Source: an optimization exercise on an open RTL-to-GDS flow (aim: small area, a short achievable clock period and few clock cycles per item). Production flows keep margins and buffers that such runs may drop.
RTL that was checked went through simulation tests only; none was proved equivalent to the original.
Only the layout flow was run in runs 1 and 2; the RTL was not checked for function there.

**design/flow/config.mk**
```make
export PLATFORM = sky130hd
export DESIGN_NAME = atan
export DESIGN_NICKNAME = atan
export VERILOG_FILES = /design/flow/design.v
export SDC_FILE = /design/flow/constraint.sdc
export NUM_CORES = 4
export LEC_CHECK = 0
export CAP_MARGIN = 20
export CORE_MARGIN = 2
export CORE_UTILIZATION = 40
export SETUP_SLACK_MARGIN = 3
export SLEW_MARGIN = 20
```
**design/flow/constraint.sdc**
```tcl
create_clock -name core_clock -period 6.0 [get_ports {clk}]
set_input_delay 1.2000 -clock core_clock [delete_from_list [all_inputs] [get_ports {clk}]]
set_output_delay 1.2000 -clock core_clock [all_outputs]
set_load 0.01 [all_outputs]
```
**design/flow/design.v**
```verilog
module atan
(
    input                       clk         ,
    input                       rst_n       ,
    input                       trig        ,
    output                      vld         ,
    input       signed  [16:0]  para_in     ,
    output      signed  [11:0]  atany
);
reg         busy;
reg         vld_r;
reg  [7:1]  clr;     
reg  [18:0] x;
reg  [19:2] z;
reg  [11:0] acc;     
wire [7:0]  ct  = {clr, 1'b1};
wire [7:0]  h   = ct & ~{1'b0, ct[7:1]};      
always @(posedge clk or negedge rst_n)
    if (!rst_n) begin
        busy  <= 1'b0;
        vld_r <= 1'b0;
    end else begin
        busy  <= trig | (busy & ~clr[7]);
        vld_r <= busy & clr[7];
    end
assign vld = vld_r;
wire        s   = para_in[16];
wire [18:0] p4  = {para_in, 2'b00};
wire [18:0] y0  = s ? p4 + 19'd1024 : p4 - 19'd1024;
wire [18:0] x0  = s ? 19'd1024 - p4 : 19'd1024 + p4;
wire        d   = ~z[19];
wire [19:0] zf  = {z, 2'b00};
wire [18:0] xm  = {x[18:1] & {11'h7FF, ~clr}, 1'b0};
wire [19:0] zn  = {zf[18:0], 1'b0} + ({1'b0, xm} ^ {20{d}}) + d;
wire [18:0] za  = zf[18:0] ^ {19{zf[19]}};
wire [33:0] ze  = {15'd0, za};
reg  [18:0] ty;
integer i, j;
always @(*) begin
    ty = 19'd0;
    for (i = 0; i < 8; i = i + 1)
        for (j = 0; j < 19; j = j + 1)
            ty[j] = ty[j] | (h[i] & ze[j + 2*i + 1]);
end
wire [18:0] xn  = x + ty + !d;
wire [11:0] k2  = ({12{h[0]}} & 12'd950) | ({12{h[1]}} & 12'd502) | ({12{h[2]}} & 12'd254)
                | {4'd0, h[3], h[4], h[5], h[6], h[7], 3'd0};
wire [11:0] accn = acc + (k2 & {12{d}});
always @(posedge clk) begin
    clr <= trig ? 7'd0 : {clr[6:1], 1'b1};
    x   <= trig ? x0 : xn;
    z   <= trig ? {y0[18], y0[18:2]} : zn[19:2];
    acc <= trig ? (s ? 12'd2312 : 12'd3920) : accn;
end
wire       d8  = ~z[19];
wire [9:0] y9a = zf[17:8] - x[18:9];
wire [9:0] y9b = zf[17:8] + x[18:9];
wire       d9  = d8 ? ~y9a[9] : ~y9b[9];
wire [11:0] a0 = acc + {9'd0, d8, 2'b00};
wire [11:0] a1 = acc + {9'd0, d8, 2'b10};
assign atany = d9 ? a1 : a0;
endmodule
```
**design/flow/run.sh**
```bash
#!/bin/bash
# synth_recipe.tcl (not shown) runs the flow's synth.tcl, then flattens the netlist and writes it again
# the make line also repeats each setting of config.mk as NAME=value (left out here)
make -C /OpenROAD-flow-scripts/flow DESIGN_CONFIG=/design/flow/config.mk WORK_HOME=/design/flow/orfs CLKGATE_MAP_FILE= SYNTH_SCRIPT=/design/flow/synth_recipe.tcl finish
```
==> results of run 1 <==
-- stage by stage --
step	hold slack [ps]	area, um2	std cells
6_report	475	8940	1156
4_1_cts	482	8410	1128
3_3_place_gp	457	7070	1048
2_1_floorplan	446	6730	853
5_1_grt	517	8940	1156
3_5_place_dp	470	7070	1048
-- area by class of cell --
| type | instances | share of cell area (%) |
|---|---|---|
| Clock buffer | 11 | 2.71 |
| Inverter | 41 | 1.82 |
| Tap cell | 216 | 3.02 |
| Timing Repair inverter | 1 | 0.0839 |
| Multi-Input combinational cell | 700 | 64.7 |
| Timing Repair Buffer | 125 | 12.9 |
| Clock inverter | 5 | 0.881 |
| Sequential cell | 57 | 13.9 |
-- sequential cells by signal, summed over array words and instances, names as in the netlist --
register,cells
acc,11
busy,1
clr,7
vld_r,1
x,19
z,18
-- synthesized netlist by cell type, types with 5 or more instances --
| master | n | area [um2] |
|---|---|---|
| xnor2_1 | 69 | 604 |
| ha_1 | 66 | 826 |
| nor2_1 | 65 | 244 |
| dfxtp_1 | 55 | 1100 |
| nand2_1 | 49 | 184 |
| o21ai_0 | 48 | 240 |
| a21oi_1 | 45 | 225 |
| clkbuf_1 | 41 | 154 |
| inv_1 | 41 | 154 |
| o22ai_1 | 32 | 200 |
| nor2b_1 | 31 | 194 |
| xor2_1 | 23 | 201 |
| nand3_1 | 22 | 110 |
| nand2b_1 | 19 | 119 |
| a22oi_1 | 17 | 128 |
| a211oi_1 | 13 | 97.6 |
| a21o_1 | 13 | 97.6 |
| nor3_1 | 13 | 65.1 |
| mux2i_1 | 12 | 120 |
| o21ai_1 | 11 | 55.1 |
| a31oi_1 | 10 | 62.6 |
| o221ai_1 | 10 | 87.6 |
| o31ai_1 | 10 | 75.1 |
| buf_1 | 9 | 33.8 |
| a221oi_1 | 8 | 70.1 |
| and3_1 | 8 | 50.1 |
| o21a_1 | 7 | 52.6 |
| or3_1 | 6 | 37.5 |
| nand4_1 | 5 | 31.3 |
| nor3b_1 | 5 | 37.5 |
| o211ai_1 | 5 | 37.5 |
-- worst register-to-register path, stage by stage (launching register included) --
cell	delay, ps
dfxtp_4	400
nand2b_4	160
o22ai_1	80
or4_1	460
a222oi_1	370
fa_2	330
buf_6	100
buf_6	80
fa_2	200
nor2b_2	50
o21ai_2	170
nor4b_4	310
or3_4	250
a2bb2oi_2	150
xor2_1	170
a21oi_2	70
-- cells in the final DEF (no fill, tap or decap), drive strengths merged, types with 22 or more instances in the layout --
cell type,synthesis,final
buf,14,104
xnor2,69,69
ha,66,66
nor2,65,65
o21ai,59,59
dfxtp,55,55
nand2,49,49
a21oi,49,49
inv,41,40
o22ai,32,32
nor2b,32,32
xor2,23,23
nand3,22,22
-- repair_timing --
item / in CTS / in global routing
setup buffers: 60 / 28
gates resized for setup: 169 / 71
pin swaps: 31 / 42
hold buffers: 0 / 0
setup endpoints to repair: 37 / 34
cloned: 4 / 0
-- layer usage --
metal  wire (um)  vias to the layer above  share of wire (%)
li1            -                     3298                  -
met1        9540                     3131                 46
met2        9520                      224                 46
met3        1300                       43                6.2
met4         537                        0                2.6
met5           0                        -                  0
-- worst max-delay path by stage --
stage,start,depth (start not counted),slack (ps),endpoint
CTS,x[11],12,1840,atany[9]
finish,x[11],12,1910,atany[9]
global placement,z[13],9,1730,atany[11]
detailed placement,z[13],9,1620,atany[9]
floorplan,x[10],9,2570,atany[5]
global route,x[14],12,1810,atany[9]
-- logic make-up (layout without fill, tap and decap cells) --
family	count (synthesis)	in the layout
other cells	1	1
simple gates	245	245
buf+inv	96	183
xor+xnor	92	92
compound gates	279	279
fa+ha+maj	70	70
mux	13	13
flops	57	57
==> reports/results.txt, run 1 <==
Yosys synthesis warning count -> 1
Register Area -> 0.00124 mm2
Fin worst setup slack -> 1910 ps
Largest net degree at the start of global routing -> 59
Worst Hold Class -> register to register
Syn Area/Cell -> 7.68 um2
Mux contribution to synthesized area -> 2.01%
Status -> finished clean
CP Max Fanout -> 4
Hold depth -> 1
Synth Area in Simple Gates -> 19.0%
Place WS -> 1620 ps
Dpl hpwl -> 13700 um
Reg clk slew, reported paths -> 60 ps
Root Driver -> clkbuf_16
WS Path Type -> register to output pin
First-pass GRT wire length -> 32800 um
Syn Nets -> 943
Initial DRC count -> 588
FF+latch count, synth -> 57
IO Count -> 33
Fill count -> 1509
Max incr delay on CP -> 360 ps
M2 GR Usage -> 37.0%
Fin Clk Skew -> 6.95 ps
Min-delay src -> busy
RSZ-0062 raised after global routing -> yes
Full die area -> 0.0174 mm2
H-tree depth -> 3
Ant diodes -> 0
Fmax -> 0.244 GHz
Drc violations -> 0
Post-synthesis cell type count -> 77
Met1 Use GR -> 32.1%
Syn Inst Count -> 853
Setup TNS -> 0 ps
Reg-to-Reg Start -> clr[3]
Adder-Cell Fraction of Synth Area -> 13.8%
Port buffer count -> 31
Global route hottest layer -> met2
Routed vias/inst -> 5.79
Worst EP arrival -> 2890 ps
Detailed Routing Iterations Pass 1 -> 8
Largest family of logic cells by synthesized area -> compound AO/OA/AOI/OAI gates
Vias post-DR -> 6696
Xor and xnor area share after synthesis -> 12.3%
CP Launch Type -> register
Final count of pins violating max slew -> 0
Starting Density -> 41.1%
Synthesized area -> 0.00655 mm2
Clock Latency Late Sink -> 350 ps
Initial antenna violation count -> 0
Delay-heaviest family, CP -> compound AO/OA/AOI/OAI gates
CP Cell Sequence -> inv_4 -> ha_4 -> and4bb_4 -> o31ai_4 -> a211oi_2 -> a311o_1 -> a21oi_4 -> buf_6 -> buf_6 -> mux2i_2 -> xor2_1 -> buf_2
Util after Layout -> 56.1%
Number of global-route vias before repair -> 6265
Layout cells sized above 1 -> 28.7%
Core area -> 0.0159 mm2
Final Hold Vio Count -> 0
Max_cap viols -> 0
Area of the multi-input gates -> 0.00579 mm2
GP Congestion -> 0.888
Row count -> 46
R2R depth -> 15
Synth async-reset ratio -> 3.51%
CTS sink cnt -> 57
Post-synth EDFFs -> 0
Critical-path top delay cell -> dfxtp_4
TritonCTS Buffers -> 9
R2R Setup Slk -> 2510 ps
Seq/Total Area, Yosys -> 17.6%
WHS Endpoint -> busy
Die Ht -> 132 um
Slew @ Worst Pin -> 918 ps
Period Utilization, post-route -> 68.2%
Grt ovf -> 0
Post-layout min period -> 4090 ps
Final #Nets -> 1025
Cell mode on critical path -> buf_6
Final setup fails -> 0
Overall routing resource usage -> 23.5%
Critical path data required time -> 4800 ps
Clock buffer depth -> 2
CTS tree -> built
Buffers & Inverters on Critical Path -> 4
Slew headroom -> 38.7%
Syn-to-layout area delta -> 36.6%
Die width -> 132 um
Number of nets with antenna violations after routing -> 0
Compound-Gate Fraction of Synth Area -> 29.4%
Wirelength per Cell -> 18.1 um
Main synth FF type -> dfxtp_1
R2r endpoint -> x[14]
GRT met3 Usage -> 4.27%
Routed wire length -> 20900 um
CP endpoint kind -> output pin
==> run 2, diff against run 1 <==
==> design/flow/design.v (replaced) <==
module atan
(
    input                       clk         ,
    input                       rst_n       ,
    input                       trig        ,
    output                      vld         ,
    input       signed  [16:0]  para_in     ,
    output      signed  [11:0]  atany
);
reg         busy;
reg         vld_r;
reg  [8:1]  clr;     
reg  [18:0] x;
reg  [19:2] z;
reg  [11:0] acc;     
wire [8:0]  ct  = {clr, 1'b1};
wire [8:0]  h   = ct & ~{1'b0, ct[8:1]};      
always @(posedge clk or negedge rst_n)
    if (!rst_n) begin
        busy  <= 1'b0;
        vld_r <= 1'b0;
    end else begin
        busy  <= trig | (busy & ~clr[8]);
        vld_r <= busy & clr[8];
    end
assign vld = vld_r;
wire        s   = para_in[16];
wire [18:0] p4  = {para_in, 2'b00};
wire [18:0] y0  = s ? p4 + 19'd1024 : p4 - 19'd1024;
wire [18:0] x0  = s ? 19'd1024 - p4 : 19'd1024 + p4;
wire        d   = ~z[19];
wire [19:0] zf  = {z, 2'b00};
wire [18:0] xm  = {x[18:1] & {10'h3FF, ~clr}, 1'b0};
wire [19:0] zn  = {zf[18:0], 1'b0} + ({1'b0, xm} ^ {20{d}}) + d;
wire [18:0] za  = zf[18:0] ^ {19{zf[19]}};
wire [33:0] ze  = {15'd0, za};
reg  [18:0] ty;
integer i, j;
always @(*) begin
    ty = 19'd0;
    for (i = 0; i < 8; i = i + 1)
        for (j = 0; j < 19; j = j + 1)
            ty[j] = ty[j] | (h[i] & ze[j + 2*i + 1]);
end
wire [18:0] xn  = x + ty + !d;
wire [11:0] k2  = ({12{h[0]}} & 12'd950) | ({12{h[1]}} & 12'd502) | ({12{h[2]}} & 12'd254)
                | {4'd0, h[3], h[4], h[5], h[6], h[7], h[8], 2'd0};
wire [11:0] accn = acc + (k2 & {12{d}});
always @(posedge clk) begin
    clr <= trig ? 8'd0 : {clr[7:1], 1'b1};
    x   <= trig ? x0 : xn;
    z   <= trig ? {y0[18], y0[18:2]} : zn[19:2];
    acc <= trig ? (s ? 12'd2312 : 12'd3920) : accn;
end
wire        d9 = ~z[19];
wire [11:0] a1 = acc + 12'd2;
assign atany = d9 ? a1 : acc;
endmodule
==> reports/results.txt, run 2 <==
Hold buffer count at CTS -> 0 (unchanged)
Top Layer Used -> met4 (unchanged)
Starting Density -> 40.9% (was 41.1%)
WHS Endpoint -> busy (unchanged)
Final count of pins violating max slew -> 0 (unchanged)
Syn-to-layout area delta -> 31.6% (was 36.6%)
Synthesized area -> 0.00595 mm2 (was 0.00655 mm2)
CTS sink cnt -> 58 (was 57)
Grt ovf -> 0 (unchanged)
Die width -> 126 um (was 132 um)
Routed wire length -> 21100 um (was 20900 um)
Yosys synthesis warning count -> 1 (unchanged)
Slew headroom -> 50.0% (was 38.7%)
Final #Nets -> 900 (was 1025)
Synth async-reset ratio -> 3.45% (was 3.51%)
Syn Nets -> 841 (was 943)
DRT met1 WL -> 8800 um (was 9540 um)
Hold depth -> 1 (unchanged)
Ant diodes -> 0 (unchanged)
R2R Setup Slk -> 2890 ps (was 2510 ps)
Fin worst setup slack -> 2890 ps (was 1910 ps)
Setup TNS -> 0 ps (unchanged)
Placed Cells -> 931 (was 1048)
Seq/Total Area, Yosys -> 19.7% (was 17.6%)
Die Ht -> 126 um (was 132 um)
Port buffer count -> 31 (unchanged)
Worst Hold Class -> register to register (unchanged)
Finished Layout Cells -> 1017 (was 1156)
Slew @ Worst Pin -> 746 ps (was 918 ps)
Worst EP arrival -> 3380 ps (was 2890 ps)
WS Path Type -> register to register (was register to output pin)
Clock buffer depth -> 2 (unchanged)
Initial DRC count -> 686 (was 588)
Fin Clk Skew -> 6.12 ps (was 6.95 ps)
Min-delay src -> busy (unchanged)
Initial antenna violation count -> 0 (unchanged)
Root Driver -> clkbuf_16 (unchanged)
Status -> finished clean (unchanged)
Most common cell after layout, fill and taps aside -> xnor2_1 (was buf_4)
CP endpoint kind -> register (was output pin)
Post-synthesis cell type count -> 68 (was 77)
Full die area -> 0.0159 mm2 (was 0.0174 mm2)
Area leader, netlist -> dfxtp_1 (unchanged)
IO Count -> 33 (unchanged)
Dpl hpwl -> 13200 um (was 13700 um)
TritonCTS Buffers -> 9 (unchanged)
Reg-to-Reg Start -> z[17] (was clr[3])
Largest registers -> x x19, z x18, acc x11 (unchanged)
RSZ-0062 raised after global routing -> yes (unchanged)
Main synth FF type -> dfxtp_1 (unchanged)
Top-area cell type share of the netlist area -> 18.8% (was 16.8%)
GP Congestion -> 0.938 (was 0.888)
Most common cell in the netlist -> xnor2_1 (unchanged)
Place WS -> 2160 ps (was 1620 ps)
Met2 WL -> 10200 um (was 9520 um)
R2r endpoint -> x[16] (was x[14])
Routed wl met3 -> 1330 um (was 1300 um)
Period Utilization, post-route -> 51.8% (was 68.2%)
Clock Latency Late Sink -> 350 ps (about the same)
Final Instance Area -> 0.00783 mm2 (was 0.00894 mm2)
Most frequent cells in the layout -> xnor2_1, buf_4, a21oi_1 (was buf_4, xnor2_1, nor2_1)
Post-synth EDFFs -> 0 (unchanged)
Final setup fails -> 0 (unchanged)
R2R depth -> 10 (was 15)
Wirelength per Cell -> 20.8 um (was 18.1 um)
Number of nets with antenna violations after routing -> 0 (unchanged)
Syn Area/Cell -> 7.73 um2 (was 7.68 um2)
Placement Cell Area -> 0.00630 mm2 (was 0.00707 mm2)
Vias post-DR -> 6360 (was 6696)
Overall routing resource usage -> 25.0% (was 23.5%)
Max incr delay on CP -> 720 ps (was 360 ps)
Synth area leaders -> dfxtp_1, xnor2_1, ha_1 (was dfxtp_1, ha_1, xnor2_1)
Row count -> 44 (was 46)
Max_cap viols -> 0 (unchanged)
CP Launch Type -> register (unchanged)
Drc violations -> 0 (unchanged)
Fmax -> 0.321 GHz (was 0.244 GHz)
H-tree depth -> 3 (unchanged)
Top cells by count, synth -> xnor2_1, a21oi_1, dfxtp_1, o21ai_0 (was xnor2_1, ha_1, nor2_1, dfxtp_1, nand2_1)
Largest net degree at the start of global routing -> 72 (was 59)
Critical path data required time -> 6260 ps (was 4800 ps)
Number of global-route vias before repair -> 6086 (was 6265)
FF+latch count, synth -> 58 (was 57)
Syn Inst Count -> 769 (was 853)
Layout cells sized above 1 -> 25.2% (was 28.7%)
Reg clk slew, reported paths -> 50 ps (was 60 ps)
CP Cell Sequence -> o22ai_1 -> o31ai_2 -> o221ai_1 -> ha_1 -> o21a_1 -> o21ai_2 -> a22oi_2 -> a21oi_2 -> or3_1 -> a31oi_1 (was inv_4 -> ha_4 -> and4bb_4 -> o31ai_4 -> a211oi_2 -> a311o_1 -> a21oi_4 -> buf_6 -> buf_6 -> mux2i_2 -> xor2_1 -> buf_2)
Detailed Routing Iterations Pass 1 -> 12 (was 8)
Most flop-heavy register -> x (unchanged)
Final Hold Vio Count -> 0 (unchanged)
Critical-path top delay cell -> dfxtp_1 (was dfxtp_4)
CP Max Fanout -> 10 (was 4)
Post-layout min period -> 3110 ps (was 4090 ps)
First-pass GRT wire length -> 32000 um (was 32800 um)
Routed vias/inst -> 6.25 (was 5.79)
CTS tree -> built (unchanged)
Max reg flops -> 19 (unchanged)
Core area -> 0.0145 mm2 (was 0.0159 mm2)
[run 2: worst max-delay path by stage]
stage	startpoint	slack, ps	endpoint	cells after the start
floorplan	clr[2]	3010	x[17]	14
global placement	clr[1]	2300	x[17]	14
detailed placement	clr[1]	2160	x[17]	14
CTS	clr[3]	2850	x[16]	13
global route	clr[5]	2760	x[16]	13
finish	z[17]	2890	x[16]	10
[run 2: worst max-delay path, delay by kind of cell (launching register included)]
| family | cells | cell delay [ps] |
|---|---|---|
| and+or+nand+nor | 1 | 320 |
| DFF | 1 | 720 |
| AOI/OAI and AO/OA | 8 | 1520 |
| adders and majority gates | 1 | 460 |
[run 2: layout make-up]
| type | count | area [um2] |
|---|---|---|
| clock buffer | 14 | 274 |
| clock inverter | 2 | 10.0 |
| fill | 1298 | 6710 |
| inverter | 25 | 101 |
| multi-input combinational | 630 | 5020 |
| sequential | 58 | 1220 |
| tap | 184 | 230 |
| timing repair buffer | 102 | 956 |
| timing repair inverter | 2 | 12.5 |
[run 2: timing repair]
| action | in CTS | in global routing |
|---|---|---|
| gates resized for setup | 104 | 89 |
| buffers inserted | 33 | 31 |
| pin swaps | 19 | 43 |
| endpoints found under the setup margin | 40 | 25 |
| gates cloned | 5 | 1 |
[run 2: kinds of logic after synthesis]
| logic type | count (synthesis) | synth area share (%) |
|---|---|---|
| adder cells (fa/ha/maj) | 52 | 11.3 |
| XOR/XNOR | 102 | 15.0 |
| other | 1 | 0.0630 |
| multiplexers | 8 | 1.41 |
| flip-flops | 58 | 19.7 |
| AO/OA/AOI/OAI | 271 | 30.3 |
| AND/OR/NAND/NOR | 195 | 16.8 |
| buffers and inverters | 82 | 5.34 |
[run 2: per-stage QoR]
step / hold slack [ps] / util [%]
2_1_floorplan: 446 / -
6_report: 485 / 53.8
3_3_place_gp: 461 / 43.4
4_1_cts: 497 / 49.9
3_5_place_dp: 486 / 43.4
5_1_grt: 511 / 53.8
[run 2: layer usage]
metal	GRT usage, %	up-vias
li1	-	2961
met1	32.1	3024
met2	41.8	297
met3	3.95	78
met4	10.3	0
met5	0	-
==> run 3, diff against run 2 <==
--- a/design/flow/design.v
+++ b/design/flow/design.v
@@ -32,8 +32,7 @@
 wire [19:0] zf  = {z, 2'b00};
 wire [18:0] xm  = {x[18:1] & {10'h3FF, ~clr}, 1'b0};
 wire [19:0] zn  = {zf[18:0], 1'b0} + ({1'b0, xm} ^ {20{d}}) + d;
-wire [18:0] za  = zf[18:0] ^ {19{zf[19]}};
-wire [33:0] ze  = {15'd0, za};
+wire [34:0] ze  = {{15{zf[19]}}, zf};
 reg  [18:0] ty;
 integer i, j;
 always @(*) begin
@@ -42,7 +41,7 @@
         for (j = 0; j < 19; j = j + 1)
             ty[j] = ty[j] | (h[i] & ze[j + 2*i + 1]);
 end
-wire [18:0] xn  = x + ty + !d;
+wire [18:0] xn  = x + (ty ^ {19{~d}}) + !d;
 wire [11:0] k2  = ({12{h[0]}} & 12'd950) | ({12{h[1]}} & 12'd502) | ({12{h[2]}} & 12'd254)
                 | {4'd0, h[3], h[4], h[5], h[6], h[7], h[8], 2'd0};
 wire [11:0] accn = acc + (k2 & {12{d}});
==> reports/results.txt, run 3 <==
Status -> finished clean (unchanged)
Die width -> 122 um (was 126 um)
Period Utilization, post-route -> 53.9% (was 51.8%)
Slew headroom -> 48.4% (was 50.0%)
Max_cap viols -> 0 (unchanged)
RSZ-0062 raised after global routing -> yes (unchanged)
Top cells by count, synth -> nand2_1, xnor2_1, dfxtp_1, nor2_1 (was xnor2_1, a21oi_1, dfxtp_1, o21ai_0)
Die Ht -> 122 um (was 126 um)
Row count -> 43 (was 44)
Seq/Total Area, Yosys -> 20.9% (was 19.7%)
Detailed Routing Iterations Pass 1 -> 7 (was 12)
FF+latch count, synth -> 58 (unchanged)
H-tree depth -> 3 (unchanged)
Clock buffer depth -> 2 (unchanged)
Fin Clk Skew -> 9.90 ps (was 6.12 ps)
Number of global-route vias before repair -> 5638 (was 6086)
CP Launch Type -> register (unchanged)
Final #Nets -> 884 (was 900)
Max reg flops -> 19 (unchanged)
Dpl hpwl -> 12100 um (was 13200 um)
Reg-to-Reg Start -> clr[2] (was z[17])
Syn Area/Cell -> 7.69 um2 (was 7.73 um2)
Min-delay src -> busy (unchanged)
CTS sink cnt -> 58 (unchanged)
Yosys synthesis warning count -> 1 (unchanged)
Routed vias/inst -> 5.90 (was 6.25)
Most frequent cells in the layout -> buf_4, nand2_1, xnor2_1 (was xnor2_1, buf_4, a21oi_1)
Port buffer count -> 31 (unchanged)
Post-layout min period -> 3240 ps (was 3110 ps)
Grt ovf -> 0 (unchanged)
Clock Latency Late Sink -> 340 ps (was 350 ps)
Synth async-reset ratio -> 3.45% (unchanged)
Number of nets with antenna violations after routing -> 0 (unchanged)
Top-area cell type share of the netlist area -> 20.0% (was 18.8%)
Final setup fails -> 0 (unchanged)
Initial DRC count -> 425 (was 686)
Synth area leaders -> dfxtp_1, ha_1, xnor2_1 (was dfxtp_1, xnor2_1, ha_1)
TritonCTS Buffers -> 9 (unchanged)
CP endpoint kind -> register (unchanged)
Setup TNS -> 0 ps (unchanged)
GP Congestion -> 0.943 (was 0.938)
Wirelength per Cell -> 18.6 um (was 20.8 um)
Critical path data required time -> 6210 ps (was 6260 ps)
R2R Setup Slk -> 2760 ps (was 2890 ps)
Hold depth -> 1 (unchanged)
Synthesized area -> 0.00562 mm2 (was 0.00595 mm2)
First-pass GRT wire length -> 28500 um (was 32000 um)
Starting Density -> 40.8% (was 40.9%)
Overall routing resource usage -> 24.3% (was 25.0%)
IO Count -> 33 (unchanged)
R2R depth -> 14 (was 10)
Post-synthesis cell type count -> 69 (was 68)
Worst Hold Class -> register to register (unchanged)
CP Max Fanout -> 5 (was 10)
Final count of pins violating max slew -> 0 (unchanged)
Routed wire length -> 18600 um (was 21100 um)
Most flop-heavy register -> x (unchanged)
Largest registers -> x x19, z x18, acc x11 (unchanged)
Worst EP arrival -> 3450 ps (was 3380 ps)
Syn Inst Count -> 730 (was 769)
Placement Cell Area -> 0.00610 mm2 (was 0.00630 mm2)
WHS Endpoint -> vld_r (was busy)
Fmax -> 0.309 GHz (was 0.321 GHz)
Root Driver -> clkbuf_16 (unchanged)
Slew @ Worst Pin -> 767 ps (was 746 ps)
Area leader, netlist -> dfxtp_1 (unchanged)
Final Instance Area -> 0.00760 mm2 (was 0.00783 mm2)
Ant diodes -> 0 (unchanged)
Reg clk slew, reported paths -> 60 ps (was 50 ps)
Syn-to-layout area delta -> 35.4% (was 31.6%)
WS Path Type -> register to register (unchanged)
Final Hold Vio Count -> 0 (unchanged)
Layout cells sized above 1 -> 24.4% (was 25.2%)
Drc violations -> 0 (unchanged)
CP Cell Sequence -> buf_4 -> nor2b_4 -> a222oi_1 -> nand4_1 -> mux2i_1 -> ha_1 -> a21oi_2 -> o21ai_2 -> a21oi_2 -> o31ai_4 -> a221o_1 -> a31o_2 -> nand4_1 -> o211ai_1 (was o22ai_1 -> o31ai_2 -> o221ai_1 -> ha_1 -> o21a_1 -> o21ai_2 -> a22oi_2 -> a21oi_2 -> or3_1 -> a31oi_1)
Critical-path top delay cell -> a221o_1 (was dfxtp_1)
Largest net degree at the start of global routing -> 72 (unchanged)
Syn Nets -> 801 (was 841)
Post-synth EDFFs -> 0 (unchanged)
Most common cell after layout, fill and taps aside -> buf_4 (was xnor2_1)
Most common cell in the netlist -> nand2_1 (was xnor2_1)
R2r endpoint -> x[16] (unchanged)
Max incr delay on CP -> 400 ps (was 720 ps)
Core area -> 0.0138 mm2 (was 0.0145 mm2)
Full die area -> 0.0150 mm2 (was 0.0159 mm2)
Main synth FF type -> dfxtp_1 (unchanged)
Initial antenna violation count -> 0 (unchanged)
CTS tree -> built (unchanged)
Vias post-DR -> 5885 (was 6360)
==> run 3: final cells by class <==
class,count,area (um2)
Clock buffer,14,274
Clock inverter,2,35.0
Fill cell,1244,6170
Inverter,24,97.6
Multi-Input combinational cell,606,4750
Sequential cell,58,1210
Tap cell,180,225
Timing Repair Buffer,113,1010
Timing Repair inverter,1,7.51
==> run 3: repair_timing <==
item / CTS / global route
pin swaps: 53 / 42
gates cloned: 4 / 1
gates resized for setup: 100 / 47
hold buffers: 0 / 0
endpoints found under the setup margin: 42 / 26
buffers inserted: 54 / 22
==> run 3: how the worst max path moves through the flow <==
stage | start | end | slack [ps] | depth (start not counted)
2_1_floorplan | clr[2] | x[16] | 2870 | 16
3_5_place_dp | clr[1] | x[15] | 1950 | 13
6_report | clr[2] | x[16] | 2760 | 14
4_1_cts | clr[2] | x[15] | 2770 | 13
5_1_grt | clr[1] | x[16] | 2640 | 15
3_3_place_gp | clr[1] | x[14] | 2030 | 14
==> run 3: critical path: cells and delay by family, from the launching register on <==
family | cells | cell delay [ps]
adder cells (fa/ha/maj) | 1 | 320
AO/OA/AOI/OAI | 8 | 1690
buffers and inverters | 1 | 140
multiplexers | 1 | 220
flip-flops | 1 | 350
AND/OR/NAND/NOR | 3 | 410
==> run 3: stage by stage <==
step	util [%]	setup slack [ps]	instances	hold slack [ps]
floorplan	-	2870	730	458
global placement	44.3	2030	901	470
detailed placement	44.3	1950	901	476
CTS	52.6	2770	975	479
global route	55.2	2640	998	486
finish	55.2	2760	998	474
==> run 3: layer usage <==
| layer | part of all wire [%] | GRT usage (%) | vias to the layer above |
|---|---|---|---|
| li1 | - | - | 2807 |
| met1 | 42 | 30.8 | 2802 |
| met2 | 48 | 40.5 | 209 |
| met3 | 6.3 | 4.18 | 67 |
| met4 | 3.8 | 10.3 | 0 |
| met5 | 0 | 0 | - |
==> run 3: cell families after synthesis <==
logic type      count (synthesis)  synth area share, %
fa+ha+maj                      51                 11.6
xor+xnor                       91                 14.2
mux                            19                 3.41
buf+inv                        68                 4.63
flops                          58                 20.9
compound gates                207                 24.6
simple gates                  235                 20.6
other cells                     1               0.0668
Testbench counts of run 3, summed over its fixed seeds: cycles 24,008, items 2,400.
==> run 4, diff against run 3 <==
--- a/design/flow/config.mk
+++ b/design/flow/config.mk
@@ -5,6 +5,7 @@
 export SDC_FILE = /design/flow/constraint.sdc
 export NUM_CORES = 4
 export LEC_CHECK = 0
+export ABC_AREA = 1
 export CAP_MARGIN = 20
 export CORE_MARGIN = 2
 export CORE_UTILIZATION = 40
==> reports/results.txt, run 4 <==
Dpl hpwl -> 15600 um (was 12100 um)
Syn Inst Count -> 969 (was 730)
Initial antenna violation count -> 1 (was 0)
M2 GR Usage -> 42.0% (was 40.5%)
Wirelength per Cell -> 17.4 um (was 18.6 um)
Port buffer count -> 31 (unchanged)
Placement Cell Area -> 0.00655 mm2 (was 0.00610 mm2)
Detailed Routing Iterations Pass 1 -> 7 (unchanged)
Vias post-DR -> 6906 (was 5885)
CP Cell Sequence -> inv_1 -> o21ai_0 -> a221oi_2 -> o2111ai_1 -> xor2_1 -> ha_2 -> nand2_1 -> o21ai_2 -> nor2_4 -> o21ai_4 -> a21o_1 -> a21oi_1 -> o21ai_1 -> nand2_1 (was buf_4 -> nor2b_4 -> a222oi_1 -> nand4_1 -> mux2i_1 -> ha_1 -> a21oi_2 -> o21ai_2 -> a21oi_2 -> o31ai_4 -> a221o_1 -> a31o_2 -> nand4_1 -> o211ai_1)
Syn Nets -> 1040 (was 801)
Grt ovf -> 0 (unchanged)
First-pass GRT wire length -> 32400 um (was 28500 um)
Largest net degree at the start of global routing -> 43 (was 72)
Fin Clk Skew -> 8.15 ps (was 9.90 ps)
Max reg flops -> 19 (unchanged)
CTS tree -> built (unchanged)
Clock buffer depth -> 2 (unchanged)
Most common cell after layout, fill and taps aside -> nand2_1 (was buf_4)
Status -> finished clean (unchanged)
Syn-to-layout area delta -> 28.0% (was 35.4%)
Number of nets with antenna violations after routing -> 0 (unchanged)
Initial DRC count -> 426 (was 425)
CP Launch Type -> register (unchanged)
Yosys synthesis warning count -> 1 (unchanged)
FF+latch count, synth -> 58 (unchanged)
H-tree depth -> 3 (unchanged)
Period Utilization, post-route -> 50.2% (was 53.9%)
Final count of pins violating max slew -> 0 (unchanged)
Cell mode on critical path -> nand2_1
CP Max Fanout -> 7 (was 5)
Synth async-reset ratio -> 3.45% (unchanged)
CTS sink cnt -> 58 (unchanged)
Starting Density -> 40.6% (was 40.8%)
Full die area -> 0.0163 mm2 (was 0.0150 mm2)
WS Path Type -> register to register (unchanged)
Final Instance Area -> 0.00781 mm2 (was 0.00760 mm2)
TritonCTS Buffers -> 9 (unchanged)
Setup TNS -> 0 ps (unchanged)
Post-layout min period -> 3010 ps (was 3240 ps)
IO Count -> 33 (unchanged)
Root Driver -> clkbuf_16 (unchanged)
Synthesized area -> 0.00610 mm2 (was 0.00562 mm2)
RSZ-0062 raised after global routing -> yes (unchanged)
Max_cap viols -> 0 (unchanged)
Post-synthesis cell type count -> 49 (was 69)
Worst EP arrival -> 3250 ps (was 3450 ps)
Area leader, netlist -> dfxtp_1 (unchanged)
Slew @ Worst Pin -> 566 ps (was 767 ps)
Fmax -> 0.332 GHz (was 0.309 GHz)
Core area -> 0.0150 mm2 (was 0.0138 mm2)
GP Congestion -> 0.945 (was 0.943)
Seq/Total Area, Yosys -> 19.2% (was 20.9%)
Routed wire length -> 21600 um (was 18600 um)
Die Ht -> 128 um (was 122 um)
Worst Hold Class -> register to register (unchanged)
Max incr delay on CP -> 380 ps (was 400 ps)
Final setup fails -> 0 (unchanged)
GRT met3 Usage -> 3.31% (was 4.18%)
Die width -> 128 um (was 122 um)
Critical path data required time -> 6240 ps (was 6210 ps)
CP endpoint kind -> register (unchanged)
Overall routing resource usage -> 25.4% (was 24.3%)
Layout cells sized above 1 -> 18.7% (was 24.4%)
Drc violations -> 0 (unchanged)
Post-synth EDFFs -> 0 (unchanged)
Top cells by count, synth -> nand2_1, inv_1, nor2_1, o21ai_0, a21oi_1 (was nand2_1, xnor2_1, dfxtp_1, nor2_1)
Most common cell in the netlist -> nand2_1 (unchanged)
Clock Latency Late Sink -> 340 ps (about the same)
Most frequent cells in the layout -> nand2_1, inv_1, nor2_1 (was buf_4, nand2_1, xnor2_1)
Critical-path top delay cell -> ha_2 (was a221o_1)
Top-area cell type share of the netlist area -> 18.4% (was 20.0%)
Delay-heaviest family, CP -> compound AO/OA/AOI/OAI gates (unchanged)
Synth area leaders -> dfxtp_1, nand2_1, ha_1 (was dfxtp_1, ha_1, xnor2_1)
Most flop-heavy register -> x (unchanged)
Fill count -> 1496 (was 1244)
Final #Nets -> 1113 (was 884)
Final Hold Vio Count -> 0 (unchanged)
Row count -> 45 (was 43)
Number of global-route vias before repair -> 6350 (was 5638)
Reg clk slew, reported paths -> 60 ps (about the same)
Met1 Use GR -> 31.3% (was 30.8%)
Routed vias/inst -> 5.59 (was 5.90)
Global route hottest layer -> met2 (unchanged)
Buffers & Inverters on Critical Path -> 1 (unchanged)
Largest registers -> x x19, z x18, acc x11 (unchanged)
Syn Area/Cell -> 6.30 um2 (was 7.69 um2)
Main synth FF type -> dfxtp_1 (unchanged)
Slew headroom -> 62.2% (was 48.4%)
-- run 4: cell count changes after synthesis, moves of 17 or more --
cell      previous run  this run
o21ai_0             49        74
inv_1               24       139
xnor2_1             64        15
a21oi_1             45        68
nand2_1             70       204
mux2i_1             18         0
o22ai_1              2        19
nand3_1             24        60
clkbuf_1            35        10
nor2b_1             25         0
nor2_1              53        87
-- run 4: routing by layer --
layer | vias to the layer above | wire length, um
met5 | - | 0
met4 | 0 | 1240
met3 | 85 | 1120
met2 | 282 | 10000
met1 | 3140 | 9180
li1 | 3399 | -
-- run 4: worst paths after layout --
kind                       startpoint  slack [ps]  depth (start not counted)    end
hold / removal                 clr[8]         460                          2  vld_r
setup / recovery                z[17]        2990                         14  x[14]
min in group asynchronous       rst_n        1020                          1   busy
hold reg to reg                clr[8]         460                          2  vld_r
setup reg to reg                z[17]        2990                         14  x[14]
max in group asynchronous       rst_n        4860                          1  vld_r
-- run 4: cell type report --
class | count | area, um2 | share of cell area, %
timing repair buffer | 87 | 793 | 10.2
antenna | 1 | 2.50 | 0.0321
sequential | 58 | 1200 | 15.4
clock inverter | 2 | 35.0 | 0.449
inverter | 145 | 577 | 7.39
tap | 188 | 235 | 3.01
clock buffer | 14 | 264 | 3.38
multi-input combinational | 741 | 4700 | 60.2
-- run 4: cell families after synthesis --
logic type,share of synthesized area (%)
AND/OR/NAND/NOR,28.0
flip-flops,19.2
buffers and inverters,11.1
AO/OA/AOI/OAI,22.4
XOR/XNOR,8.63
other,0.0615
adder cells (fa/ha/maj),10.7
-- run 4: through the flow --
step	setup slack [ps]	cells	hold WS [ps]	util [%]
3_5_place_dp	2050	1166	457	43.6
3_3_place_gp	2080	1166	440	43.6
5_1_grt	2840	1235	496	51.9
4_1_cts	2850	1195	466	47.2
6_report	2990	1236	464	51.9
2_1_floorplan	3230	969	411	-
-- run 4: what timing repair did --
item	4_1_cts	5_1_grt
pin swaps	8	44
setup endpoints to repair	36	23
hold buffers	0	0
setup buffers	13	37
endpoints found under the hold margin	0	0
gates cloned	0	3
resized for setup	65	103
-- run 4: worst min-delay path: cells and delay by family, from the launching register on --
kind	cells	cell delay, ps
buf+inv	1	30
flops	1	330
simple gates	1	70
==> run 5, diff against run 4 <==
==> design/flow/config.mk (replaced) <==
export PLATFORM = sky130hd
export DESIGN_NAME = atan
export DESIGN_NICKNAME = atan
export VERILOG_FILES = /design/flow/design.v
export SDC_FILE = /design/flow/constraint.sdc
export NUM_CORES = 4
export LEC_CHECK = 0
export CAP_MARGIN = 20
export CORE_MARGIN = 2
export CORE_UTILIZATION = 60
export SETUP_SLACK_MARGIN = 3
export SLEW_MARGIN = 20
==> reports/results.txt, run 5 <==
Most flop-heavy register -> x (unchanged)
Detailed Routing Iterations Pass 1 -> 7 (unchanged)
TritonCTS Buffers -> 9 (unchanged)
Place WS -> 2040 ps (was 2050 ps)
Worst Hold Class -> register to register (unchanged)
Initial antenna violation count -> 0 (was 1)
Delay-heaviest family, CP -> compound AO/OA/AOI/OAI gates (unchanged)
Vias post-DR -> 6070 (was 6906)
Main synth FF type -> dfxtp_1 (unchanged)
IO Count -> 33 (unchanged)
Area of the multi-input gates -> 0.00467 mm2 (was 0.00470 mm2)
Seq/Total Area, Yosys -> 20.9% (was 19.2%)
Synth area leaders -> dfxtp_1, ha_1, xnor2_1 (was dfxtp_1, nand2_1, ha_1)
Routed vias/inst -> 6.70 (was 5.59)
Row count -> 35 (was 45)
Port buffer count -> 31 (unchanged)
Slew @ Worst Pin -> 795 ps (was 566 ps)
Max_cap viols -> 0 (unchanged)
Most frequent cells in the layout -> nand2_1, xnor2_1, nor2_1 (was nand2_1, inv_1, nor2_1)
Fill count -> 617 (was 1496)
Status -> finished clean (unchanged)
Max reg flops -> 19 (unchanged)
Initial DRC count -> 631 (was 426)
Final #Nets -> 861 (was 1113)
Grt ovf -> 0 (unchanged)
Die Ht -> 101 um (was 128 um)
Post-synth EDFFs -> 0 (unchanged)
Syn Area/Cell -> 7.69 um2 (was 6.30 um2)
Yosys synthesis warning count -> 1 (unchanged)
Reg clk slew, reported paths -> 80 ps (was 60 ps)
Routed wire length -> 19300 um (was 21600 um)
Number of nets with antenna violations after routing -> 0 (unchanged)
First-pass GRT wire length -> 28600 um (was 32400 um)
Core area -> 0.00915 mm2 (was 0.0150 mm2)
Final count of pins violating max slew -> 0 (unchanged)
CP endpoint kind -> register (unchanged)
Drc violations -> 0 (unchanged)
Placed Cells -> 831 (was 1166)
CP Max Fanout -> 7 (unchanged)
Top-area cell type share of the netlist area -> 20.0% (was 18.4%)
Util after Layout -> 78.5% (was 51.9%)
Setup TNS -> 0 ps (unchanged)
Buffers & Inverters on Critical Path -> 1 (unchanged)
Critical-path top delay cell -> dfxtp_4 (was ha_2)
Dpl hpwl -> 11900 um (was 15600 um)
Critical path data required time -> 6240 ps (about the same)
Synth async-reset ratio -> 3.45% (unchanged)
Final Hold Vio Count -> 0 (unchanged)
Finished Layout Cells -> 906 (was 1236)
Max incr delay on CP -> 420 ps (was 380 ps)
Slew headroom -> 46.5% (was 62.2%)
FF+latch count, synth -> 58 (unchanged)
R2R depth -> 15 (was 14)
Ant diodes -> 0 (was 1)
H-tree depth -> 3 (unchanged)
CTS sink cnt -> 58 (unchanged)
Fin Clk Skew -> 14.2 ps (was 8.15 ps)
Largest net degree at the start of global routing -> 73 (was 43)
Fmax -> 0.291 GHz (was 0.332 GHz)
Clock Latency Late Sink -> 360 ps (was 340 ps)
Post-synthesis cell type count -> 69 (was 49)
Fin worst setup slack -> 2560 ps (was 2990 ps)
Syn Nets -> 801 (was 1040)
Largest registers -> x x19, z x18, acc x11 (unchanged)
Root Driver -> clkbuf_8 (was clkbuf_16)
Top cells by count, synth -> nand2_1, xnor2_1, dfxtp_1, nor2_1 (was nand2_1, inv_1, nor2_1, o21ai_0, a21oi_1)
Layout cells sized above 1 -> 22.3% (was 18.7%)
Wirelength per Cell -> 21.3 um (was 17.4 um)
Clock buffer depth -> 2 (unchanged)
Most common cell after layout, fill and taps aside -> nand2_1 (unchanged)
Number of global-route vias before repair -> 5538 (was 6350)
Synthesized area -> 0.00562 mm2 (was 0.00610 mm2)
WS Path Type -> register to register (unchanged)
Die width -> 101 um (was 128 um)
Critical path depth -> 15 (was 14)
Worst EP arrival -> 3680 ps (was 3250 ps)
CP Launch Type -> register (unchanged)
Syn Inst Count -> 730 (was 969)
Hold depth -> 1 (was 2)
Cell mode on critical path -> nand3_1 (was nand2_1)
RSZ-0062 raised after global routing -> yes (unchanged)
Starting Density -> 61.4% (was 40.6%)
Area leader, netlist -> dfxtp_1 (unchanged)
Full die area -> 0.0102 mm2 (was 0.0163 mm2)
GP Congestion -> 0.941 (was 0.945)
Overall routing resource usage -> 36.3% (was 25.4%)
Period Utilization, post-route -> 57.3% (was 50.2%)
Post-layout min period -> 3440 ps (was 3010 ps)
Final setup fails -> 0 (unchanged)
CP Cell Sequence -> buf_6 -> nor2b_4 -> a22o_1 -> a221oi_2 -> nand3_1 -> xnor2_1 -> ha_4 -> a21oi_4 -> o21ai_2 -> a21oi_2 -> o31ai_4 -> a221o_1 -> nand3_1 -> o211ai_1 -> a32o_1 (was inv_1 -> o21ai_0 -> a221oi_2 -> o2111ai_1 -> xor2_1 -> ha_2 -> nand2_1 -> o21ai_2 -> nor2_4 -> o21ai_4 -> a21o_1 -> a21oi_1 -> o21ai_1 -> nand2_1)
Most common cell in the netlist -> nand2_1 (unchanged)
Syn-to-layout area delta -> 28.0% (about the same)
Register Area -> 0.00121 mm2 (was 0.00120 mm2)
CTS tree -> built (unchanged)
==> run 5: cell count changes in the layout (fill, tap and decap cells not counted), sizes merged, moves of 11 or more <==
cell,previous run,this run
nor2,89,54
nand3,61,24
a21o,5,16
o22ai,19,2
mux2i,0,18
a22oi,2,16
a21oi,68,46
xor2,43,27
nand2,211,70
nor2b,0,25
inv,141,22
o21ai,77,51
xnor2,15,64
==> run 5: through the flow <==
| step | hold WS [ps] | cell area (um2) |
|---|---|---|
| after floorplan | 458 | 5740 |
| after global placement | 467 | 6000 |
| after detailed placement | 481 | 6000 |
| after CTS | 499 | 6920 |
| after global routing | 520 | 7190 |
| final | 490 | 7190 |
==> run 5: kinds of logic (layout without fill, tap and decap cells) <==
logic type      Yosys count  count (layout)  synth area share (%)
compound gates          207             207                  24.6
buf+inv                  68             132                  4.63
xor+xnor                 91              91                  14.2
flops                    58              58                  20.9
other cells               1               1                0.0668
mux                      19              19                  3.41
fa+ha+maj                51              51                  11.6
simple gates            235             236                  20.6
==> run 5: timing repair <==
action | in CTS | in global routing
endpoints found under the setup margin | 38 | 29
buffers inserted | 38 | 17
hold buffers | 0 | 0
hold endpoints to repair | 0 | 0
pin swaps | 44 | 47
gates cloned | 3 | 0
gates resized for setup | 95 | 51
==> run 5: worst paths after layout <==
| path | startpoint | to | slack [ps] |
|---|---|---|---|
| max | clr[7] | x[18] | 2560 |
| min | busy | vld_r | 490 |
| max reg2reg | clr[7] | x[18] | 2560 |
| min reg2reg | busy | vld_r | 490 |
| max in group asynchronous | rst_n | busy | 4880 |
| min in group asynchronous | rst_n | vld_r | 990 |
==> run 5: cell type report <==
cell class,count,share of cell area [%]
clock buffers,11,1.97
clock inverters,5,1.08
inverters,24,1.36
multi-input cells,605,65.0
flip-flops and latches,58,16.8
well taps,111,1.93
repair buffers,91,11.8
repair inverters,1,0.104
==> run 5: metal layers <==
layer | global-route usage [%] | wire length, um | vias up | part of all wire, %
li1 | - | - | 2757 | -
met1 | 49.7 | 8070 | 2843 | 42
met2 | 54.4 | 8210 | 364 | 43
met3 | 10.4 | 2070 | 106 | 11
met4 | 12.9 | 963 | 0 | 5.0
met5 | 0 | 0 | - | 0
==> run 6, diff against run 5 <==
--- a/design/flow/design.v
+++ b/design/flow/design.v
@@ -12,7 +12,7 @@
 reg  [8:1]  clr;     
 reg  [18:0] x;
 reg  [19:2] z;
-reg  [11:0] acc;     
+reg  [11:1] acc;     
 wire [8:0]  ct  = {clr, 1'b1};
 wire [8:0]  h   = ct & ~{1'b0, ct[8:1]};      
 always @(posedge clk or negedge rst_n)
@@ -32,7 +32,8 @@
 wire [19:0] zf  = {z, 2'b00};
 wire [18:0] xm  = {x[18:1] & {10'h3FF, ~clr}, 1'b0};
 wire [19:0] zn  = {zf[18:0], 1'b0} + ({1'b0, xm} ^ {20{d}}) + d;
-wire [34:0] ze  = {{15{zf[19]}}, zf};
+wire [18:0] za  = zf[18:0] ^ {19{zf[19]}};
+wire [33:0] ze  = {15'd0, za};
 reg  [18:0] ty;
 integer i, j;
 always @(*) begin
@@ -41,17 +42,17 @@
         for (j = 0; j < 19; j = j + 1)
             ty[j] = ty[j] | (h[i] & ze[j + 2*i + 1]);
 end
-wire [18:0] xn  = x + (ty ^ {19{~d}}) + !d;
+wire [18:0] xn  = x + ty + !d;
 wire [11:0] k2  = ({12{h[0]}} & 12'd950) | ({12{h[1]}} & 12'd502) | ({12{h[2]}} & 12'd254)
                 | {4'd0, h[3], h[4], h[5], h[6], h[7], h[8], 2'd0};
-wire [11:0] accn = acc + (k2 & {12{d}});
+wire [11:1] accn = acc + (k2[11:1] & {11{d}});
 always @(posedge clk) begin
     clr <= trig ? 8'd0 : {clr[7:1], 1'b1};
     x   <= trig ? x0 : xn;
     z   <= trig ? {y0[18], y0[18:2]} : zn[19:2];
-    acc <= trig ? (s ? 12'd2312 : 12'd3920) : accn;
+    acc <= trig ? (s ? 11'd1156 : 11'd1960) : accn;
 end
 wire        d9 = ~z[19];
-wire [11:0] a1 = acc + 12'd2;
-assign atany = d9 ? a1 : acc;
+wire [11:1] a1 = acc + 11'd1;
+assign atany = {d9 ? a1 : acc, 1'b0};
 endmodule
--- a/design/flow/config.mk
+++ b/design/flow/config.mk
@@ -7,6 +7,6 @@
 export LEC_CHECK = 0
 export CAP_MARGIN = 20
 export CORE_MARGIN = 2
-export CORE_UTILIZATION = 60
+export CORE_UTILIZATION = 40
 export SETUP_SLACK_MARGIN = 3
 export SLEW_MARGIN = 20
==> reports/results.txt, run 6 <==
Status -> finished clean (unchanged)
Syn Inst Count -> 769 (was 730)
Finished Layout Cells -> 1010 (was 906)
Clock buffer depth -> 2 (unchanged)
Area leader, netlist -> dfxtp_1 (unchanged)
Layout cells sized above 1 -> 22.6% (was 22.3%)
Overall routing resource usage -> 24.7% (was 36.3%)
Reg clk slew, reported paths -> 50 ps (was 80 ps)
Core area -> 0.0145 mm2 (was 0.00915 mm2)
Met1 Use GR -> 31.5% (was 49.7%)
Setup TNS -> 0 ps (unchanged)
Period Utilization, post-route -> 51.5% (was 57.3%)
Syn-to-layout area delta -> 29.0% (was 28.0%)
Xor and xnor area share after synthesis -> 15.0% (was 14.2%)
WS Path Type -> register to register (unchanged)
Post-synth EDFFs -> 0 (unchanged)
Final count of pins violating max slew -> 0 (unchanged)
M2 GR Usage -> 40.1% (was 54.4%)
Most common cell in the netlist -> xnor2_1 (was nand2_1)
Grt ovf -> 0 (unchanged)
Main synth FF type -> dfxtp_1 (unchanged)
Final Hold Vio Count -> 0 (unchanged)
Top-area cell type share of the netlist area -> 18.8% (was 20.0%)
Synthesized area -> 0.00595 mm2 (was 0.00562 mm2)
Initial antenna violation count -> 0 (unchanged)
Largest net degree at the start of global routing -> 72 (was 73)
Synth Area in Simple Gates -> 16.8% (was 20.6%)
Yosys synthesis warning count -> 1 (unchanged)
Fin Clk Skew -> 5.55 ps (was 14.2 ps)
Largest registers -> x x19, z x18, acc x11 (unchanged)
Syn Area/Cell -> 7.73 um2 (was 7.69 um2)
CP Max Fanout -> 5 (was 7)
Wirelength per Cell -> 19.8 um (was 21.3 um)
Routed vias/inst -> 6.25 (was 6.70)
Worst EP arrival -> 3370 ps (was 3680 ps)
Most frequent cells in the layout -> xnor2_1, buf_4, a21oi_1 (was nand2_1, xnor2_1, nor2_1)
Max reg flops -> 19 (unchanged)
Post-synthesis cell type count -> 68 (was 69)
Post-layout min period -> 3090 ps (was 3440 ps)
Most flop-heavy register -> x (unchanged)
Synth area leaders -> dfxtp_1, xnor2_1, ha_1 (was dfxtp_1, ha_1, xnor2_1)
Synth async-reset ratio -> 3.45% (unchanged)
Top cells by count, synth -> xnor2_1, a21oi_1, dfxtp_1, o21ai_0, ha_1 (was nand2_1, xnor2_1, dfxtp_1, nor2_1)
Adder-Cell Fraction of Synth Area -> 11.3% (was 11.6%)
Critical path data required time -> 6270 ps (was 6240 ps)
Root Driver -> clkbuf_16 (was clkbuf_8)
Drc violations -> 0 (unchanged)
GP Congestion -> 0.884 (was 0.941)
TritonCTS Buffers -> 9 (unchanged)
Vias post-DR -> 6310 (was 6070)
Ant diodes -> 0 (unchanged)
Starting Density -> 40.9% (was 61.4%)
Number of nets with antenna violations after routing -> 0 (unchanged)
Number of global-route vias before repair -> 6003 (was 5538)
Final setup fails -> 0 (unchanged)
Detailed Routing Iterations Pass 1 -> 12 (was 7)
Hold buffer count at CTS -> 0 (unchanged)
Max_cap viols -> 0 (unchanged)
First-pass GRT wire length -> 31500 um (was 28600 um)
Mux contribution to synthesized area -> 1.41% (was 3.41%)
Final #Nets -> 893 (was 861)
Syn Nets -> 841 (was 801)
Clock Latency Late Sink -> 350 ps (was 360 ps)
Fin worst setup slack -> 2910 ps (was 2560 ps)
FF+latch count, synth -> 58 (unchanged)
Port buffer count -> 31 (unchanged)
Placed Cells -> 931 (was 831)
Slew headroom -> 37.5% (was 46.5%)
Worst Hold Class -> register to register (unchanged)
Util after Layout -> 52.8% (was 78.5%)
Die width -> 126 um (was 101 um)
CP endpoint kind -> register (unchanged)
Global route hottest layer -> met2 (unchanged)
Most common cell after layout, fill and taps aside -> xnor2_1 (was nand2_1)
Initial DRC count -> 565 (was 631)
Slew @ Worst Pin -> 937 ps (was 795 ps)
Dpl hpwl -> 13000 um (was 11900 um)
IO Count -> 33 (unchanged)
Seq/Total Area, Yosys -> 19.7% (was 20.9%)
Largest family of logic cells by synthesized area -> compound AO/OA/AOI/OAI gates (unchanged)
CP Launch Type -> register (unchanged)
CTS tree -> built (unchanged)
H-tree depth -> 3 (unchanged)
Routed wire length -> 20000 um (was 19300 um)
Full die area -> 0.0159 mm2 (was 0.0102 mm2)
CTS sink cnt -> 58 (unchanged)
Fmax -> 0.323 GHz (was 0.291 GHz)
Place WS -> 2120 ps (was 2040 ps)
Compound-Gate Fraction of Synth Area -> 30.3% (was 24.6%)
Row count -> 44 (was 35)
RSZ-0062 raised after global routing -> yes (unchanged)
Die Ht -> 126 um (was 101 um)
GRT met3 Usage -> 4.12% (was 10.4%)
==> run 6: worst paths after layout <==
path | cells past startpoint | from | to | slack [ps]
worst max register to register | 13 | clr[2] | x[16] | 2910
min in group asynchronous | 1 | rst_n | vld_r | 1010
worst max-delay path | 13 | clr[2] | x[16] | 2910
worst min register to register | 1 | busy | busy | 480
max in group asynchronous | 1 | rst_n | busy | 4870
worst min-delay path | 1 | busy | busy | 480
==> run 6: per-layer routing <==
layer	up-vias	share of wire (%)
met1	2959	42
li1	2948	-
met2	316	46
met3	87	7.1
met5	-	0
met4	0	4.1
==> run 6: critical path, cell delays in order, from the launching register on <==
cell and delay (ps):
dfxtp_4 370, or2b_4 300, o22a_1 180, o2111ai_2 90
o31ai_2 90, fa_2 360, fa_2 360, nor2b_1 120
o21a_1 180, o21ai_4 80, a22oi_2 270, a21oi_2 90
or3_1 350, a31oi_1 160
==> run 6: per-stage QoR <==
stage	hold slack [ps]	instance area, um2
after floorplan	446	5960
after global placement	460	6300
after detailed placement	478	6300
after CTS	489	7380
after global routing	507	7670
final	482	7670
==> run 6: area by class of cell <==
| class | instances | area, um2 |
|---|---|---|
| Inverter | 25 | 97.6 |
| Clock inverter | 4 | 72.6 |
| Timing Repair inverter | 1 | 7.51 |
| Tap cell | 184 | 230 |
| Sequential cell | 58 | 1210 |
| Multi-Input combinational cell | 630 | 4890 |
| Clock buffer | 12 | 267 |
| Fill cell | 1382 | 6860 |
| Timing Repair Buffer | 96 | 897 |
==> run 6: cells by family (layout without fill, tap and decap cells) <==
kind of cell,Yosys count,count (layout)
buffers and inverters,82,138
AO/OA/AOI/OAI,271,271
flip-flops,58,58
multiplexers,8,8
other,1,1
AND/OR/NAND/NOR,195,196
adder cells (fa/ha/maj),52,52
XOR/XNOR,102,102
==> run 6: what timing repair did <==
| item | in CTS | in global routing |
|---|---|---|
| hold endpoints to repair | 0 | 0 |
| pin swaps | 24 | 17 |
| resized for setup | 109 | 39 |
| endpoints found under the setup margin | 39 | 25 |
| cloned | 5 | 0 |
| buffers inserted | 35 | 23 |
Testbench counts of run 6, summed over its fixed seeds: cycles 24,008, items 2,400.
==> run 7, diff against run 6 <==
--- a/design/flow/config.mk
+++ b/design/flow/config.mk
@@ -5,6 +5,7 @@
 export SDC_FILE = /design/flow/constraint.sdc
 export NUM_CORES = 4
 export LEC_CHECK = 0
+export ABC_AREA = 1
 export CAP_MARGIN = 20
 export CORE_MARGIN = 2
 export CORE_UTILIZATION = 40
==> reports/results.txt, run 7 <==
Dpl hpwl -> 15700 um (was 13000 um)
Clock buffer depth -> 2 (unchanged)
Most flop-heavy register -> x (unchanged)
Syn-to-layout area delta -> 17.6% (was 29.0%)
Number of global-route vias before repair -> 6165 (was 6003)
Status -> finished clean (unchanged)
Row count -> 45 (was 44)
Routed vias/inst -> 5.47 (was 6.25)
Most common cell in the netlist -> nand2_1 (was xnor2_1)
CP Max Fanout -> 43 (was 5)
WS Path Type -> input pin to register (was register to register)
Worst EP arrival -> 3220 ps (was 3370 ps)
Setup TNS -> 0 ps (unchanged)
Fin Clk Skew -> 9.10 ps (was 5.55 ps)
Xor and xnor area share after synthesis -> 6.61% (was 15.0%)
Final count of pins violating max slew -> 0 (unchanged)
Most frequent cells in the layout -> nand2_1, inv_1, nor2_1 (was xnor2_1, buf_4, a21oi_1)
Most common cell after layout, fill and taps aside -> nand2_1 (was xnor2_1)
CP endpoint kind -> register (unchanged)
Largest registers -> x x19, z x18, acc x11 (unchanged)
TritonCTS Buffers -> 9 (unchanged)
Main synth FF type -> dfxtp_1 (unchanged)
CTS sink cnt -> 58 (unchanged)
M2 GR Usage -> 39.6% (was 40.1%)
Post-synthesis cell type count -> 51 (was 68)
Initial DRC count -> 490 (was 565)
Synth async-reset ratio -> 3.45% (unchanged)
Largest net degree at the start of global routing -> 44 (was 72)
Synth Area in Simple Gates -> 37.1% (was 16.8%)
Overall routing resource usage -> 24.7% (about the same)
Syn Inst Count -> 1021 (was 769)
Full die area -> 0.0166 mm2 (was 0.0159 mm2)
R2R Setup Slk -> 3110 ps (was 2910 ps)
Area leader, netlist -> dfxtp_1 (unchanged)
Critical path data required time -> 6280 ps (was 6270 ps)
Fin worst setup slack -> 3060 ps (was 2910 ps)
Port buffer count -> 31 (unchanged)
Final #Nets -> 1138 (was 893)
Top-area cell type share of the netlist area -> 18.0% (was 18.8%)
Starting Density -> 41.0% (was 40.9%)
Placement Cell Area -> 0.00665 mm2 (was 0.00630 mm2)
Layout cells sized above 1 -> 9.34% (was 22.6%)
Final Hold Vio Count -> 0 (unchanged)
Met1 Use GR -> 31.5% (about the same)
Initial antenna violation count -> 0 (unchanged)
Reg clk slew, reported paths -> 50 ps (about the same)
Worst Hold Class -> register to register (unchanged)
Place WS -> 2420 ps (was 2120 ps)
GP Congestion -> 1.01 (was 0.884)
Synth area leaders -> dfxtp_1, nand2_1, ha_1 (was dfxtp_1, xnor2_1, ha_1)
Hold WS -> 451 ps (was 482 ps)
Yosys synthesis warning count -> 1 (unchanged)
Slew headroom -> 40.6% (was 37.5%)
Final Instance Area -> 0.00732 mm2 (was 0.00767 mm2)
IO Count -> 33 (unchanged)
Final setup fails -> 0 (unchanged)
Core area -> 0.0152 mm2 (was 0.0145 mm2)
Clock Latency Late Sink -> 340 ps (was 350 ps)
Max_cap viols -> 0 (unchanged)
Compound-Gate Fraction of Synth Area -> 16.4% (was 30.3%)
Hold buffer count at CTS -> 0 (unchanged)
Die width -> 129 um (was 126 um)
Vias post-DR -> 6889 (was 6310)
Fmax -> 0.340 GHz (was 0.323 GHz)
Adder-Cell Fraction of Synth Area -> 10.8% (was 11.3%)
Mux contribution to synthesized area -> 0% (was 1.41%)
Detailed Routing Iterations Pass 1 -> 7 (was 12)
Global route hottest layer -> met2 (unchanged)
H-tree depth -> 3 (unchanged)
First-pass GRT wire length -> 31900 um (was 31500 um)
Number of nets with antenna violations after routing -> 0 (unchanged)
FF+latch count, synth -> 58 (unchanged)
CTS tree -> built (unchanged)
Post-layout min period -> 2940 ps (was 3090 ps)
Ant diodes -> 0 (unchanged)
Seq/Total Area, Yosys -> 18.8% (was 19.7%)
RSZ-0062 raised after global routing -> yes (unchanged)
Wirelength per Cell -> 16.2 um (was 19.8 um)
Drc violations -> 0 (unchanged)
CP Launch Type -> input pin (was register)
Routed wire length -> 20400 um (was 20000 um)
Root Driver -> clkbuf_16 (unchanged)
Die Ht -> 129 um (was 126 um)
GRT met3 Usage -> 4.86% (was 4.12%)
Period Utilization, post-route -> 49.0% (was 51.5%)
Syn Nets -> 1093 (was 841)
Syn Area/Cell -> 6.10 um2 (was 7.73 um2)
Post-synth EDFFs -> 0 (unchanged)
Grt ovf -> 0 (unchanged)
Top cells by count, synth -> nand2_1, inv_1, nor2_1, nand3_1, a21oi_1 (was xnor2_1, a21oi_1, dfxtp_1, o21ai_0, ha_1)
Slew @ Worst Pin -> 890 ps (was 937 ps)
Synthesized area -> 0.00623 mm2 (was 0.00595 mm2)
Largest family of logic cells by synthesized area -> simple AND/OR/NAND/NOR gates (was compound AO/OA/AOI/OAI gates)
Max reg flops -> 19 (unchanged)
==> run 7: cell count changes in the layout (fill, tap and decap cells not counted), sizes merged, moves of 11 or more <==
cell	previous run	this run
xnor2	76	23
inv	24	128
nand2b	15	0
nand3b	0	13
o21ai	52	64
nand2	44	284
a22oi	18	2
or2	1	16
buf	63	22
nor2b	26	0
nor2	40	104
a21o	18	5
nand3	18	87
a31oi	12	1
==> run 7: kinds of logic (layout without fill, tap and decap cells) <==
logic type	count (synthesis)	after routing
and+or+nand+nor	535	535
AOI/OAI and AO/OA	180	180
buffers and inverters	151	201
DFF	58	58
adders and majority gates	52	52
xor gates and xnor gates	44	44
other	1	1
==> run 7: layer usage <==
metal	share of wire [%]	vias up
met5	0	-
met2	45	281
met1	43	3091
li1	-	3457
met3	6.7	60
met4	4.9	0
==> run 7: path summary, 6_finish.rpt <==
kind                            endpoint  cells after the start  startpoint
worst min register to register     vld_r                      2      clr[8]
max in group asynchronous           busy                      1       rst_n
worst max register to register     x[16]                     17      clr[1]
worst min-delay path               vld_r                      2      clr[8]
min in group asynchronous          vld_r                      1       rst_n
worst max-delay path                x[3]                      6        trig
==> run 7: per-stage QoR <==
step           std cells  util (%)
2_1_floorplan       1021         -
3_3_place_gp        1221      43.7
3_5_place_dp        1221      43.7
4_1_cts             1241      46.7
5_1_grt             1259      48.2
6_report            1259      48.2
==> run 7: repair_timing <==
item | in CTS | in global routing
cloned | 3 | 0
setup buffers | 1 | 18
resized for setup | 29 | 28
endpoints found under the setup margin | 46 | 17
hold endpoints to repair | 0 | 0
pin swaps | 1 | 8
==> run 7: critical path: stages <==
cell             delay [ps]
clkdlybuf4s15_1         630
buf_4                   450
clkinv_1                 60
buf_4                   440
nand3_1                 310
nand2_1                 110
==> run 7: area by class of cell <==
class / instances / area, um2
fill: 1628 / 7880
multi-input combinational: 812 / 4520
sequential: 58 / 1190
timing repair buffer: 55 / 542
inverter: 129 / 505
clock buffer: 10 / 239
tap: 188 / 235
clock inverter: 6 / 80.1
timing repair inverter: 1 / 8.76

-- port drivers added, routing unchanged --
In the flow no input, the clock included, has a driving cell. The finished layouts below were timed again as built, in two steps. Step 1 (the two cells are an assumption about what drives the block):
set clk [get_ports {clk}]
set_driving_cell -lib_cell sky130_fd_sc_hd__clkbuf_16 $clk
set_driving_cell -lib_cell sky130_fd_sc_hd__buf_2 [delete_from_list [all_inputs] $clk]
Step 2 times the ports against the registers' clock, not the clock port: input delays grow and output delays shrink by t, the midpoint of the rising clock arrivals with the driver on. Slacks: ideal / step 1 / step 2; pairs: ideal / step 1.
| run | t, ns | setup slack, ns | clock arrival spread, ns |
|---|---|---|---|
| run 1 | 0.389 | 1.905 / 1.863 / 2.251 | 0.007 / 0.007 |
| run 2 | 0.388 | 2.889 / 2.889 / 2.761 | 0.007 / 0.006 |
| run 3 | 0.376 | 2.764 / 2.764 / 2.512 | 0.011 / 0.011 |
| run 4 | 0.385 | 2.987 / 2.965 / 2.751 | 0.008 / 0.008 |
| run 5 | 0.391 | 2.562 / 2.562 / 2.527 | 0.014 / 0.014 |
| run 6 | 0.386 | 2.908 / 2.908 / 2.603 | 0.006 / 0.006 |
| run 7 | 0.383 | 3.062 / 3.042 / 2.697 | 0.009 / 0.010 |
After both steps setup and hold are still met in every run listed. The setup slack of run 7, which loses most, moves by -0.020 ns with the drivers and by -0.365 ns with both steps.
